Background: an optimization exercise with open tools, aiming at small area. Do not read the settings as production practice.
Only simulation tests tie the RTL to the original design; equivalence was not proved.
No activity file was given, so power comes from the tool's default toggle rates.

==> flow/design.v <==
`timescale 1ns / 1ps
module MIPS_top_module(data_out, data_in, clk, interrupt, reset,
                       pm_addr, pm_data, dm_en, dm_we, dm_addr, dm_wdata, dm_rdata);
output [7:0] data_out;
input  [7:0] data_in;
input clk, interrupt, reset;
output [7:0] pm_addr;
input  [19:0] pm_data;
output dm_en, dm_we;
output [7:0] dm_addr, dm_wdata;
input  [7:0] dm_rdata;
reg  [7:0] addr_hold;      
reg        rst_d;          
reg [4:0] op_dec, ra_dec, rb_dec, rw_dec;
reg ld_r, j_t2, j_t3;
wire stall_pm = ld_r | j_t2 | (op_dec == 5'b10001);
wire [4:0] op   = stall_pm ? op_dec : pm_data[19:15];
wire [7:0] tgt  = stall_pm ? {ra_dec[2:0], rb_dec} : pm_data[7:0];
wire is_hlt = (op == 5'b10001);
wire is_ld  = (op == 5'b10100);
wire is_cj  = (op[4:2] == 3'b111);
wire is_jmp = (op == 5'b11000);
wire is_ret = (op == 5'b10000);
wire ld_out = is_ld & ~ld_r;
wire jump_out = is_cj & ~j_t3;
wire stall = is_hlt | ld_out | jump_out;
reg mem_en_dec, mem_rw_dec;
wire bub = (op_dec == 5'b10100) & ~ld_r;
wire ld_first = (op_dec == 5'b10100) & ld_r;
wire mask = is_jmp | is_cj | ld_r;    
reg [7:0] ans_ex, b_byp, data_out_r, ans_reg, ret_addr;
reg [4:0] rw_ex, rw_dm;
reg mem_en_ex, mem_rw_ex, msel_dm, z4, irq_r;
reg [1:0] flg;             
wire [7:0] mux_ans_dm = msel_dm ? dm_rdata : ans_reg;
wire [7:0] wd0 = reset ? mux_ans_dm : 8'h00;
wire [7:0] wd1 = reset ? mux_ans_dm : 8'hff;
wire [7:0] rf [0:31];
wire [31:0] wsel;
wire [31:0] sela, selb;
genvar g;
generate for (g = 0; g < 32; g = g + 1) begin : rfg
  localparam [7:0] INIT = (g == 5) ? 8'h00 : g;
  assign wsel[g] = ~reset | (rw_dm == g);
  wire [7:0] wd = (wd1 & INIT) | (wd0 & ~INIT);
  reg  [7:0] q;
  always @(posedge clk) if (wsel[g]) q <= wd;
  assign rf[g] = q;
  assign sela[g] = (ra_dec == g);
  assign selb[g] = (rb_dec == g);
end endgenerate
wire c2a = (rw_ex == ra_dec), c3a = (rw_dm == ra_dec);
wire c2b = (rw_ex == rb_dec), c3b = (rw_dm == rb_dec);
wire use_hold = bub & ~z4;
wire imm_sel = ~op_dec[4] & op_dec[3];
wire fbi = imm_sel;
wire fb2 = ~imm_sel & c2b;
wire fb3 = ~imm_sel & ~c2b & c3b;
wire fbr = ~imm_sel & ~c2b & ~c3b;
reg [7:0] rd_a, rd_b;
integer i;
always @(*) begin
  rd_a = 8'h00; rd_b = 8'h00;
  for (i = 0; i < 32; i = i + 1) begin
    rd_a = rd_a | (rf[i] & {8{sela[i]}});
    rd_b = rd_b | (rf[i] & {8{selb[i] & fbr}});
  end
end
wire [7:0] A = c2a ? ans_ex : c3a ? mux_ans_dm : use_hold ? b_byp : rd_a;
wire [7:0] B = rd_b | (ans_ex & {8{fb2}}) | (mux_ans_dm & {8{fb3}}) | ({3'b000, rb_dec} & {8{fbi}});
wire sub = op_dec[0];
wire [7:0] bx = B ^ {8{sub}};
wire [8:0] sum = {1'b0, A} + {1'b0, bx} + {8'b0, sub};
wire [7:0] zc = {A[6:0] | bx[6:0], sub};
wire z_sum = &(~(A ^ bx ^ zc));
wire b_nz = |B;
wire cy = sub ? (sum[8] & b_nz) : sum[8];
wire sh_left = ~op_dec[1];
wire sh_arith = op_dec[0] & op_dec[1];
wire [7:0] a_rev = {A[0], A[1], A[2], A[3], A[4], A[5], A[6], A[7]};
wire [7:0] sh_in = sh_left ? a_rev : A;
wire [15:0] sh_x = {{8{sh_arith & A[7]}}, sh_in} >> B[2:0];
wire [7:0] sh_r = (|B[7:3] & ~sh_arith) ? 8'h00 : sh_x[7:0];
wire [7:0] sh = sh_left ? {sh_r[0], sh_r[1], sh_r[2], sh_r[3], sh_r[4], sh_r[5], sh_r[6], sh_r[7]} : sh_r;
reg [7:0] ans_t;
reg [1:0] kind;    
always @(*) begin
  ans_t = 8'h00; kind = 2'd0;
  casez (op_dec)
    5'b0?000, 5'b0?001: begin ans_t = 8'h00;  kind = 2'd2; end
    5'b0?010: begin ans_t = B;      kind = 2'd1; end
    5'b0?011: begin ans_t = 8'h00;  kind = 2'd0; end
    5'b0?100: begin ans_t = A & B;  kind = 2'd1; end
    5'b0?101: begin ans_t = A | B;  kind = 2'd1; end
    5'b0?110: begin ans_t = A ^ B;  kind = 2'd1; end
    5'b0?111: begin ans_t = ~B;     kind = 2'd1; end
    5'b1000?: begin ans_t = ans_ex; kind = 2'd0; end
    5'b1001?: begin ans_t = 8'h00;  kind = 2'd0; end
    5'b1010?: begin ans_t = A;      kind = 2'd3; end
    5'b10110: begin ans_t = data_in; kind = 2'd1; end
    5'b10111: begin ans_t = ans_ex; kind = 2'd3; end
    5'b11000: begin ans_t = ans_ex; kind = 2'd3; end
    5'b11001, 5'b11010, 5'b11011: begin ans_t = sh; kind = 2'd1; end
    default:  begin ans_t = ans_ex; kind = 2'd3; end    
  endcase
end
wire zf = ~|ans_t;
wire [1:0] flag = (kind == 2'd3) ? flg :
                  (kind == 2'd2) ? {z_sum, cy} :
                  (kind == 2'd1) ? {zf, 1'b0} : 2'b00;
wire cond = op[1] ? flag[1] : flag[0];
wire taken = (is_cj & (cond ^ op[0])) | is_ret | is_jmp | irq_r;
wire [7:0] jmp_loc = is_ret ? ret_addr : irq_r ? 8'hf0 : tgt;
wire [7:0] cur_addr = taken ? jmp_loc : addr_hold + {7'b0, ~stall & ~rst_d};
assign pm_addr = reset ? cur_addr : 8'h00;
always @(posedge clk) begin
  addr_hold <= reset ? cur_addr : 8'h00;
  rst_d     <= ~reset;
  ld_r      <= reset & ld_out;
  j_t2      <= reset & jump_out;
  j_t3      <= j_t2;
  op_dec     <= reset ? op : 5'b0;
  mem_rw_dec <= reset & ~mem_rw_dec & op[0];
  mem_en_dec <= reset & ~mem_en_dec & (op[4:1] == 4'b1010);
  ra_dec     <= (reset & ~ld_r) ? {pm_data[9:8], tgt[7:5]} : 5'b0;
  rb_dec     <= reset ? tgt[4:0] : 5'b0;
  rw_dec     <= (reset & ~mask) ? pm_data[14:10] : 5'b0;
  ans_ex     <= reset ? ((kind == 2'd2) ? sum[7:0] : ans_t) : 8'h00;
  b_byp      <= ld_first ? rd_a : B;
  data_out_r <= reset ? ((op_dec == 5'b10111) ? A : data_out_r) : 8'h00;
  mem_en_ex  <= reset & mem_en_dec;
  mem_rw_ex  <= mem_rw_dec;
  rw_ex      <= reset ? rw_dec : 5'b0;
  flg        <= reset ? flag : 2'b00;
  z4         <= (rw_dm == 5'd0);
  rw_dm      <= rw_ex;
  msel_dm    <= mem_en_ex & ~mem_rw_ex;
  ans_reg    <= ans_ex;
  ret_addr   <= reset ? (interrupt ? cur_addr : ret_addr) : 8'h00;
  irq_r      <= reset & interrupt;
end
assign data_out = data_out_r;
assign dm_en    = mem_en_ex;
assign dm_we    = mem_rw_ex;
assign dm_addr  = ans_ex;
assign dm_wdata = b_byp;
endmodule
==> flow/config.mk <==
export PLATFORM = sky130hd
export DESIGN_NAME = MIPS_top_module
export DESIGN_NICKNAME = MIPS_top_module
export VERILOG_FILES = /design/flow/design.v
export SDC_FILE = /design/flow/constraint.sdc
export NUM_CORES = 4
export LEC_CHECK = 0
export CAP_MARGIN = 20
export CELL_PAD_IN_SITES_DETAIL_PLACEMENT = 1
export CORE_MARGIN = 2
export CORE_UTILIZATION = 50
export GPL_TIMING_DRIVEN = 0
export SLEW_MARGIN = 20
==> flow/constraint.sdc <==
create_clock -name core_clock -period 12.0 [get_ports {clk}]
set_input_delay 2.4000 -clock core_clock [delete_from_list [all_inputs] [get_ports {clk}]]
set_output_delay 2.4000 -clock core_clock [all_outputs]
set_load 0.01 [all_outputs]
standard.sh (not shown) runs the stock make flow with config.mk's settings and CLKGATE_MAP_FILE= SYNTH_SCRIPT=/design/flow/synth_recipe.tcl, a recipe that flattens the netlist after the stock synthesis.
==> flow/flow/run.sh <==
#!/bin/bash
set -euo pipefail
HERE=$(pwd)
export MY_ABC_SCRIPT=$HERE/flow/area.abc
sed "s#SYNTH_SCRIPT=[^ ]*#SYNTH_SCRIPT=$HERE/flow/my_synth.tcl#" standard.sh > my_standard.sh
grep -q "SYNTH_SCRIPT=$HERE/flow/my_synth.tcl" my_standard.sh
EXTRA=("BUFFER_PORTS_ARGS=-buffer_cell sky130_fd_sc_hd__buf_1"
       "CTS_ARGS=-sink_clustering_enable -repair_clock_nets -dont_use_dummy_load -sink_clustering_size 8 -sink_clustering_max_diameter 40 -buf_list sky130_fd_sc_hd__clkbuf_4")
bash my_standard.sh "${EXTRA[@]}" ADDER_MAP_FILE= synth > synth.log 2>&1
bash my_standard.sh "${EXTRA[@]}" floorplan > floorplan.log 2>&1
bash my_standard.sh "${EXTRA[@]}" place > place.log 2>&1
bash my_standard.sh "${EXTRA[@]}" cts > cts.log 2>&1
bash my_standard.sh "${EXTRA[@]}" route > route.log 2>&1
bash my_standard.sh "${EXTRA[@]}" finish > finish.log 2>&1
test -s out/final.def
==> flow/flow/area.abc <==
strash
&get -n
&fraig -x
&put
scorr
dc2
dretime
strash
&get -n
&deepsyn -T 30
&dch -f
&nf -R 1000
&put
==> flow/flow/my_synth.tcl <==
# The standard synthesis script (synth_recipe.tcl), with the ABC call
# pointed at an area-oriented script. The flip-flops are mapped before ABC
# runs, so the registers, their names and cell types are unchanged.
proc synth {args} { yosys synth -nofsm -noshare {*}$args }
proc abc {args} {
  set i [lsearch -exact $args -script]
  if { $i >= 0 } { lset args [expr {$i + 1}] $::env(MY_ABC_SCRIPT) }
  yosys abc {*}$args
}
source $::env(SCRIPTS_DIR)/synth.tcl
# left out here: clear keep_hierarchy, flatten, clean up, hide names made inside functions, write 1_2_yosys.v
The starting point completed with no timing, DRC or antenna violations.
Change:
--- a/flow/config.mk
+++ b/flow/config.mk
@@ -7,3 +7,3 @@
 export LEC_CHECK = 0
-export CAP_MARGIN = 20
+export CAP_MARGIN = 10
 export CELL_PAD_IN_SITES_DETAIL_PLACEMENT = 1
@@ -12,2 +12,2 @@
 export GPL_TIMING_DRIVEN = 0
-export SLEW_MARGIN = 20
+export SLEW_MARGIN = 10
Outcome: The changed run ran to the end with violations: capacitance limit, slew limit; final area goes up slightly; power goes up by a few percent; worst setup slack loses 0.060 ns; final cell count goes up slightly; core utilization goes up by 0.31 points.

port drivers added, routing unchanged:
How much do the figures lean on ideal ports? The routed layouts below were timed once more, with nothing changed but the port constraints. Step 1 assumes that a clkbuf_16 drives the clock port and a buf_2 every other input. Step 2 times the ports against the registers' clock, not the clock port: input delays grow and output delays shrink by t, the midpoint of the rising clock arrivals with the driver on. Slacks: ideal ports / drivers / drivers and shift; pairs: ideal ports / drivers.
run | t (ns) | setup WS [ns] | worst register clock-pin slew, ns
the first run | 0.795 | 0.348 / 0.296 / 0.901 | 0.10 / 0.10
the second run | 0.903 | 0.287 / 0.236 / 0.701 | 0.10 / 0.10
